What follows belongs to an exercise in optimizing a design on an open flow for small area, a short achievable clock period and few clock cycles per item; a production flow would make more cautious choices. Where RTL was checked, it was by simulation tests only, not by an equivalence proof against the original. Function not checked in run 2: the RTL went through the layout flow alone.

==> flow/design.v (outline; a module is shown in full before it is edited, if it fits) <==
// module square_root32: 906 lines
module square_root32(
		input wire iCLOCK,
		input wire inRESET,
		input wire iDATA_REQ,
		output wire oDATA_BUSY,
		input wire [31:0] iDATA,
		output wire oDATA_VALID,
		input wire iDATA_BUSY,
		output wire [15:0] oDATA
	);
  // ...
==> flow/flow/run.sh <==
#!/bin/bash
bash standard.sh SETUP_SLACK_MARGIN=10.75 BUFFER_PORTS_ARGS='-buffer_cell sky130_fd_sc_hd__buf_1' finish > standard.log 2>&1
==> flow/standard.sh <==
#!/bin/bash
# synth_recipe.tcl (not shown) runs the flow's synth.tcl, then flattens the netlist and writes it again
# the make line also repeats each setting of config.mk as NAME=value (left out here)
make -C /OpenROAD-flow-scripts/flow DESIGN_CONFIG=/design/flow/config.mk WORK_HOME=/design/flow/orfs CLKGATE_MAP_FILE= SYNTH_SCRIPT=/design/flow/synth_recipe.tcl "${@:-finish}"
==> flow/config.mk <==
export PLATFORM = sky130hd
export DESIGN_NAME = square_root32
export DESIGN_NICKNAME = square_root32
export VERILOG_FILES = /design/flow/design.v
export SDC_FILE = /design/flow/constraint.sdc
export NUM_CORES = 4
export LEC_CHECK = 0
export ABC_AREA = 1
export CAP_MARGIN = 20
export CORE_MARGIN = 2
export CORE_UTILIZATION = 55
export CTS_BUF_LIST = sky130_fd_sc_hd__clkbuf_16
export CTS_CLUSTER_DIAMETER = 80
export CTS_CLUSTER_SIZE = 28
export SLEW_MARGIN = 20
==> flow/constraint.sdc <==
create_clock -name core_clock -period 15.0 [get_ports {iCLOCK}]
set_input_delay 3.0000 -clock core_clock [delete_from_list [all_inputs] [get_ports {iCLOCK}]]
set_output_delay 3.0000 -clock core_clock [all_outputs]
set_load 0.01 [all_outputs]
==> qor.csv, run 1 <==
stage,metric,value,unit
cells_and_area,Seq area share,46.4,%
drt,initial drt markers,388,
grt,vias in the first global route,9365,
cells_and_area,share of cells above drive strength 1,5.90,%
grt,first-pass GRT wire length,41.1,mm
cells_and_area,Layout area overhead,7.54,%
logic_synthesis,Synth Area in Simple Gates,21.3,%
drt,drt total wl,24.6,mm
logic_synthesis,XOR/XNOR share of the synthesized area,4.03,%
cells_and_area,Multi-Input Combinational,1028,
run_status,outcome,no timing/DRC/antenna violations,
critical_path,"Worst Path Class, Setup",flip-flop to output port,
cells_and_area,fillers,2240,
clock_network,clock root cell,clkbuf_16,
clock_network,CTS tree,yes,
floorplan,Initial Util,55.6,%
logic_synthesis,syn_area_per_cell,8.99,um2
grt,GR Util met1,20.0,%
timing,RSZ-0062 raised after global routing,true,
logic_synthesis,Yosys reg bits,238,
drt,Vias/cell,5.00,
critical_path,RR Startpoint,qn5[3]$_DFFE_PN_,
floorplan,IO Pins,54,
cells_and_area,nonclk buf count,57,
logic_synthesis,syn_nets,1655,
logic_synthesis,adder-cell area share of the yosys netlist,8.55,%
cells_and_area,Reg with most FFs,x2,
min_path,min-delay worst type,flip-flop to flip-flop,
grt,GR Util met2,39.0,%
placed_design,# port buffers,53,
drt,top sig layer,met4,
logic_synthesis,Yosys top cell by area,edfxtp_1,
timing,post-route setup slack,10.98,ns
logic_synthesis,sequential cell area fraction in the yosys report,49.9,%
logic_synthesis,post-synthesis compound-gate area fraction,8.07,%
Testbench counts, summed over its fixed seeds: cycles 12,056, items 12,000.
==> run 2: changes to the inputs <==
--- a/flow/design.v
+++ b/flow/design.v
@@ -14,17 +14,16 @@
 	reg b_out_valid;
 	reg [15:0] b_out_data;
 	wire adv = !b_skid_valid;
 	reg b_v1;
 	reg b_v2;
 	reg b_v3;
 	reg b_v4;
 	reg b_v5;
-	reg b_v6;
 	wire [31:0] x0;
 	wire [0:0] q1;
 	wire [1:0] r1;
 	wire [29:0] x1;
 	reg [1:0] qn2;
 	wire [1:0] q2 = ~qn2;
 	reg [2:0] r2;
 	reg [27:0] x2;
@@ -46,27 +45,26 @@
 	wire [17:0] x7;
 	reg [7:0] qn8;
 	wire [7:0] q8 = ~qn8;
 	reg [8:0] r8;
 	reg [15:0] x8;
 	wire [8:0] q9;
 	wire [9:0] r9;
 	wire [13:0] x9;
-	reg [9:0] qn10;
-	wire [9:0] q10 = ~qn10;
-	reg [10:0] r10;
-	reg [11:0] x10;
-	wire [10:0] q11;
-	wire [11:0] r11;
-	wire [9:0] x11;
-	reg [11:0] qn12;
-	wire [11:0] q12 = ~qn12;
-	reg [12:0] r12;
-	reg [7:0] x12;
+	wire [9:0] q10;
+	wire [10:0] r10;
+	wire [11:0] x10;
+	reg [10:0] qn11;
+	wire [10:0] q11 = ~qn11;
+	reg [11:0] r11;
+	reg [9:0] x11;
+	wire [11:0] q12;
+	wire [12:0] r12;
+	wire [7:0] x12;
 	wire [12:0] q13;
 	wire [13:0] r13;
 	wire [5:0] x13;
 	reg [13:0] qn14;
 	wire [13:0] q14 = ~qn14;
 	reg [14:0] r14;
 	reg [3:0] x14;
 	wire [14:0] q15;
@@ -414,23 +412,19 @@
 	assign d9[6] = t9[6] ^ (sn9[6] ^ h9_12g);
 	assign d9[7] = t9[7] ^ (sn9[7] ^ h9_16g);
 	assign d9[8] = t9[8] ^ (sn9[8] ^ h9_10g);
 	assign d9[9] = t9[9] ^ (sn9[9] ^ h9_17g);
 	assign d9[10] = t9[10] ^ (sn9[10] ^ h9_13g);
 	assign d9[11] = t9[11] ^ (sn9[11] ^ h9_18g);
 	assign d9[12] = ~h9_11g;
 	wire ge9 = !d9[12];
-	always @(posedge iCLOCK) begin
-		if (adv) begin
-			qn10 <= ~{q9, ge9};
-			r10 <= (ge9 ? d9[10:0] : t9[10:0]);
-			x10 <= x9[11:0];
-		end
-	end
+	assign q10 = {q9, ge9};
+	assign r10 = (ge9 ? d9[10:0] : t9[10:0]);
+	assign x10 = x9[11:0];
 	wire [12:0] t10 = {r10, x10[11:10]};
 	wire [12:0] sn10 = {1'b1, ~q10, 2'b10};
 	wire h10_1g = (t10[1] & sn10[1]) | ((t10[1] | sn10[1]) & (t10[0] | sn10[0]));
 	wire h10_1p = (t10[1] | sn10[1]) & 1'b0;
 	wire h10_2g = (t10[3] & sn10[3]) | ((t10[3] | sn10[3]) & (t10[2] & sn10[2]));
 	wire h10_2p = (t10[3] | sn10[3]) & (t10[2] | sn10[2]);
 	wire h10_3g = (t10[5] & sn10[5]) | ((t10[5] | sn10[5]) & (t10[4] & sn10[4]));
 	wire h10_3p = (t10[5] | sn10[5]) & (t10[4] | sn10[4]);
@@ -477,19 +471,23 @@
 	assign d10[7] = t10[7] ^ (sn10[7] ^ h10_16g);
 	assign d10[8] = t10[8] ^ (sn10[8] ^ h10_10g);
 	assign d10[9] = t10[9] ^ (sn10[9] ^ h10_17g);
 	assign d10[10] = t10[10] ^ (sn10[10] ^ h10_13g);
 	assign d10[11] = t10[11] ^ (sn10[11] ^ h10_18g);
 	assign d10[12] = t10[12] ^ (sn10[12] ^ h10_11g);
 	assign d10[13] = ~h10_19g;
 	wire ge10 = !d10[13];
-	assign q11 = {q10, ge10};
-	assign r11 = (ge10 ? d10[11:0] : t10[11:0]);
-	assign x11 = x10[9:0];
+	always @(posedge iCLOCK) begin
+		if (adv) begin
+			qn11 <= ~{q10, ge10};
+			r11 <= (ge10 ? d10[11:0] : t10[11:0]);
+			x11 <= x10[9:0];
+		end
+	end
 	wire [13:0] t11 = {r11, x11[9:8]};
 	wire [13:0] sn11 = {1'b1, ~q11, 2'b10};
 	wire h11_1g = (t11[1] & sn11[1]) | ((t11[1] | sn11[1]) & (t11[0] | sn11[0]));
 	wire h11_1p = (t11[1] | sn11[1]) & 1'b0;
 	wire h11_2g = (t11[3] & sn11[3]) | ((t11[3] | sn11[3]) & (t11[2] & sn11[2]));
 	wire h11_2p = (t11[3] | sn11[3]) & (t11[2] | sn11[2]);
 	wire h11_3g = (t11[5] & sn11[5]) | ((t11[5] | sn11[5]) & (t11[4] & sn11[4]));
 	wire h11_3p = (t11[5] | sn11[5]) & (t11[4] | sn11[4]);
@@ -541,23 +539,19 @@
 	assign d11[8] = t11[8] ^ (sn11[8] ^ h11_11g);
 	assign d11[9] = t11[9] ^ (sn11[9] ^ h11_19g);
 	assign d11[10] = t11[10] ^ (sn11[10] ^ h11_14g);
 	assign d11[11] = t11[11] ^ (sn11[11] ^ h11_20g);
 	assign d11[12] = t11[12] ^ (sn11[12] ^ h11_12g);
 	assign d11[13] = t11[13] ^ (sn11[13] ^ h11_21g);
 	assign d11[14] = ~h11_15g;
 	wire ge11 = !d11[14];
-	always @(posedge iCLOCK) begin
-		if (adv) begin
-			qn12 <= ~{q11, ge11};
-			r12 <= (ge11 ? d11[12:0] : t11[12:0]);
-			x12 <= x11[7:0];
-		end
-	end
+	assign q12 = {q11, ge11};
+	assign r12 = (ge11 ? d11[12:0] : t11[12:0]);
+	assign x12 = x11[7:0];
 	wire [14:0] t12 = {r12, x12[7:6]};
 	wire [14:0] sn12 = {1'b1, ~q12, 2'b10};
 	wire h12_1g = (t12[1] & sn12[1]) | ((t12[1] | sn12[1]) & (t12[0] | sn12[0]));
 	wire h12_1p = (t12[1] | sn12[1]) & 1'b0;
 	wire h12_2g = (t12[3] & sn12[3]) | ((t12[3] | sn12[3]) & (t12[2] & sn12[2]));
 	wire h12_2p = (t12[3] | sn12[3]) & (t12[2] | sn12[2]);
 	wire h12_3g = (t12[5] & sn12[5]) | ((t12[5] | sn12[5]) & (t12[4] & sn12[4]));
 	wire h12_3p = (t12[5] | sn12[5]) & (t12[4] | sn12[4]);
@@ -876,30 +870,26 @@
 	always @(posedge iCLOCK or negedge inRESET) begin
 		if (!inRESET) b_v4 <= 1'b0;
 		else if (adv) b_v4 <= b_v3;
 	end
 	always @(posedge iCLOCK or negedge inRESET) begin
 		if (!inRESET) b_v5 <= 1'b0;
 		else if (adv) b_v5 <= b_v4;
 	end
-	always @(posedge iCLOCK or negedge inRESET) begin
-		if (!inRESET) b_v6 <= 1'b0;
-		else if (adv) b_v6 <= b_v5;
-	end
 	wire out_free = !b_out_valid || !iDATA_BUSY;
 	always @(posedge iCLOCK or negedge inRESET) begin
 		if (!inRESET) begin
 			b_out_valid <= 1'b0;
 			b_skid_valid <= 1'b0;
 		end else if (out_free) begin
-			b_out_valid <= b_skid_valid || b_v6;
+			b_out_valid <= b_skid_valid || b_v5;
 			b_skid_valid <= 1'b0;
 		end else if (!b_skid_valid) begin
-			b_skid_valid <= b_v6;
+			b_skid_valid <= b_v5;
 		end
 	end
 	always @(posedge iCLOCK) begin
 		if (out_free) b_out_data <= b_skid_valid ? b_skid_data : res;
 		if (!b_skid_valid) b_skid_data <= res;
 	end
 	assign oDATA_BUSY = b_skid_valid;
 	assign oDATA_VALID = b_out_valid;
==> flow/flow/run.sh (replaced) <==
#!/bin/bash
bash standard.sh SETUP_SLACK_MARGIN=10.9 BUFFER_PORTS_ARGS='-buffer_cell sky130_fd_sc_hd__buf_1' finish > standard.log 2>&1
==> qor.csv, run 2 <==
stage,metric,value,unit,change
timing,WHS,0.411,ns,was 0.418 ns
timing,endpoints failing hold,0,,unchanged
cells_and_area,Nets,1800,,was 1708
drt,drt total wl,30.9,mm,was 24.6 mm
drt,Via Count,10600,,was 9696
cells_and_area,fillers,1585,,was 2240
clock_network,worst-case clock buffer depth,3,,unchanged
placed_design,# port buffers,53,,unchanged
timing,Final Cycle Share,29.7,%,was 26.8%
critical_path,R2R Path End,r11[10]$_DFFE_PN_,,was r8[7]$_DFFE_PN_
clock_network,cts bufs inserted,13,,was 15
timing,clock skew,0.0198,ns,was 0.0288 ns
cells_and_area,max reg flops,28,,unchanged
drt,initial drt markers,567,,was 388
grt,first-pass GRT wire length,45.0,mm,was 41.1 mm
logic_synthesis,Yosys top cell by area,edfxtp_1,,unchanged
critical_path,number of cells on the critical path,30,,was 1
cells_and_area,most frequent cells in the layout,"346 x nand2_1, 181 x inv_1, 181 x edfxtp_1",,"was 423 x nand2_1, 251 x inv_1, 214 x edfxtp_1"
cells_and_area,multi-input logic area,7130,um2,was 5850 um2
logic_synthesis,Post-synth ARST share,3.43,%,was 3.36%
grt,GR Overflow Total,0,,unchanged
logic_synthesis,syn_nets,1564,,was 1655
critical_path,Critical Path AT,4.70,ns,was 1.02 ns
critical_path,"delay-heaviest family, CP",simple AND/OR/NAND/NOR gates,,was flip-flops
critical_path,WP data required,15.24,ns,was 12.00 ns
logic_synthesis,YS warnings,1,,unchanged
logic_synthesis,sequential cell area fraction in the yosys report,47.1,%,was 49.9%
drt,drt drc,0,,unchanged
grt,pin count of the biggest net entering global routing,104,,was 141
critical_path,CP bufs+invs,6,,was 1
drt,DR pass1 iterations,6,,was 5
critical_path,startpoint types,flip-flop,,unchanged
clock_network,CTS sink count,204,,was 238
job,Max-cap violations,0,,unchanged
logic_synthesis,Netlist Area Pre-Place,12600,um2,was 13900 um2
logic_synthesis,syn_area_per_cell,8.62,um2,was 8.99 um2
drt,Wirelength per Cell,15.5,um,was 12.7 um
critical_path,worst reg-to-reg path cell count,30,,was 23
critical_path,"slowest stage delay, CP",0.74,ns,was 0.40 ns
drt,Vias/cell,5.34,,was 5.00
floorplan,die height,155,um,was 163 um
clock_network,clock root cell,clkbuf_16,,unchanged
timing,RSZ-0062 raised after global routing,true,,unchanged
placed_design,Setup WS pre-CTS,10.0,ns,was 10.94 ns
floorplan,# rows,55,,was 58
critical_path,crit path max fanout,10,,was 1
cells_and_area,diode count,0,,unchanged
timing,final setup vio count,0,,unchanged
run_status,outcome,no timing/DRC/antenna violations,,unchanged
logic_synthesis,Post-synth EDFFs,181,,was 214
timing,total negative slack,0,ns,unchanged
logic_synthesis,most frequent cells after synthesis,"449 x nand2_1, 213 x inv_1, 181 x edfxtp_1",,"was 424 x nand2_1, 252 x inv_1, 214 x edfxtp_1"
grt,vias in the first global route,9657,,was 9365
cells_and_area,leading registers by flop count,"x2 x28, x5 x22",,unchanged
grt,Total GRT Usage,22.8,%,was 19.0%
critical_path,"Worst Path Class, Setup",flip-flop to flip-flop,,was flip-flop to output port
cells_and_area,Layout area overhead,31.0,%,was 7.54%
logic_synthesis,synth top area cells,"edfxtp_1 43%, nand2_1 13%, inv_1 6.3%, fa_1 5.9%, o21ai_0 4.0%",,"was edfxtp_1 46%, nand2_1 11%, inv_1 6.8%, fa_1 6.0%, nand3_1 3.8%"
logic_synthesis,Synth Flop Type,edfxtp_1,,unchanged
timing,fmax,224,MHz,was 249 MHz
cells_and_area,Reg with most FFs,x2,,unchanged
timing,Slew @ Worst Pin,0.887,ns,was 0.933 ns
floorplan,core area,22600,um2,was 25000 um2
min_path,min-delay worst type,flip-flop to flip-flop,,unchanged
critical_path,Crit path top cell by count,nand2_2,,
cells_and_area,Sequential cell area,5930,um2,was 6950 um2
placed_design,Placer Congestion,0.879,,was 0.869
drt,Post-DRT Antenna Nets,0,,unchanged
critical_path,CP startpoint,qn8[5]$_DFFE_PN_,,was b_out_data[2]$_DFFE_PN_
cells_and_area,share of cells above drive strength 1,32.3,%,was 5.90%
min_path,Hold Crit Start,x5[7]$_DFFE_PN_,,was x5[14]$_DFFE_PN_
clock_network,clock transition at the registers of the reported paths,0.10,ns,about the same
critical_path,Critical Path Sink,r11[10]$_DFFE_PN_,,was oDATA[2]
timing,slew margin rel.,40.8,%,was 37.8%
floorplan,die area,24100,um2,was 26600 um2
critical_path,Worst path slowest cell,edfxtp_1,,unchanged
floorplan,Initial Util,55.8,%,was 55.6%
placed_design,Detailed Place HPWL,18.2,mm,was 18.9 mm
logic_synthesis,count of cell types in the netlist,50,,unchanged
logic_synthesis,Cells after Synth,1461,,was 1549
floorplan,Die Width,155,um,was 163 um
critical_path,Crit. End Element,flip-flop,,was output port
clock_network,H-tree depth,1,,unchanged
logic_synthesis,share of the synthesized area in the top cell type,43.1,%,was 46.1%
floorplan,IO Pins,54,,unchanged
clock_network,CTS tree,yes,,unchanged
clock_network,Skew-Pair Late Insertion Delay,0.48,ns,was 0.51 ns
grt,initial antenna violation count,0,,unchanged
critical_path,RR Startpoint,qn8[5]$_DFFE_PN_,,was qn5[3]$_DFFE_PN_
timing,Period minus WS final,4.46,ns,was 4.02 ns
critical_path,R2R Setup Slk,10.54,ns,was 11.02 ns
timing,post-route setup slack,10.54,ns,was 10.98 ns
logic_synthesis,Yosys reg bits,204,,was 238
logic_synthesis,cell with the most instances after synthesis,nand2_1,,unchanged
timing,final slew viol count,0,,unchanged
cells_and_area,"most common cell after layout, fill and taps aside",nand2_1,,unchanged
[run 2: logic make-up (layout without fill, tap and decap cells)]
kind of cell	count (synthesis)	after routing	synth area share, %
XOR/XNOR	72	72	5.01
multiplexers	2	2	0.159
AND/OR/NAND/NOR	665	674	22.1
AO/OA/AOI/OAI	198	199	8.78
adder cells (fa/ha/maj)	67	67	8.86
buffers and inverters	253	485	8.03
flip-flops	204	204	47.1
[run 2: layout make-up]
type,instances,share of cell area [%]
Multi-Input combinational cell,1014,43.2
Timing Repair Buffer,230,10.5
Clock inverter,8,0.478
Timing Repair inverter,1,0.0682
Tap cell,285,2.16
Inverter,233,5.72
Clock buffer,13,1.97
Sequential cell,204,35.9
[run 2: worst min path at each step]
| stage | cells past startpoint | end |
|---|---|---|
| after floorplan | 0 | x11[0]$_DFFE_PN_ |
| after global placement | 0 | x5[1]$_DFFE_PN_ |
| after detailed placement | 0 | x11[2]$_DFFE_PN_ |
| after CTS | 0 | x5[5]$_DFFE_PN_ |
| after global routing | 0 | x8[7]$_DFFE_PN_ |
| final | 0 | x8[7]$_DFFE_PN_ |
[run 2: what timing repair did]
| item | in CTS | in global routing |
|---|---|---|
| hold buffers | 0 | 0 |
| gates cloned | 9 | 4 |
| setup endpoints to repair | 41 | 49 |
| gates resized for setup | 180 | 244 |
| pin swaps | 77 | 114 |
| buffers inserted | 108 | 62 |
[run 2: per-stage QoR]
stage | util [%] | cells | cell area (um2)
after floorplan | - | 1461 | 12700
after global placement | 58.1 | 1784 | 13100
after detailed placement | 58.1 | 1784 | 13100
after CTS | 66.9 | 1922 | 15100
after global routing | 73.1 | 1988 | 16500
final | 73.1 | 1988 | 16500
[run 2: metal layers]
metal | vias up | track usage (%) | share of wire (%)
met3 | 115 | 2.34 | 3.4
met4 | 0 | 8.04 | 5.3
li1 | 5214 | - | -
met2 | 288 | 42.8 | 52
met5 | - | 0 | 0
met1 | 4998 | 27.2 | 40

port drivers added, routing unchanged:
How much do the figures lean on ideal ports? The routed layouts below were timed once more, with nothing changed but the port constraints. Step 1 assumes that a clkbuf_16 drives the clock port and a buf_2 every other input. Step 2, shift: input delay + t, output delay - t, t = (earliest + latest rising clock arrival at the registers) / 2. This alone moves slack from input paths to output paths. Slacks: ideal / step 1 / step 2; pairs: ideal / step 1.
| run | t (ns) | setup WS [ns] | worst register clock-pin slew, ns |
|---|---|---|---|
| run 1 | 0.542 | 10.977 / 10.931 / 10.948 | 0.10 / 0.10 |
| run 2 | 0.522 | 10.538 / 10.538 / 10.538 | 0.10 / 0.10 |
After both steps setup and hold are still met in every run listed. For run 1, which loses most, drivers alone change the setup slack by -0.046 ns; drivers and shift together by -0.029 ns.
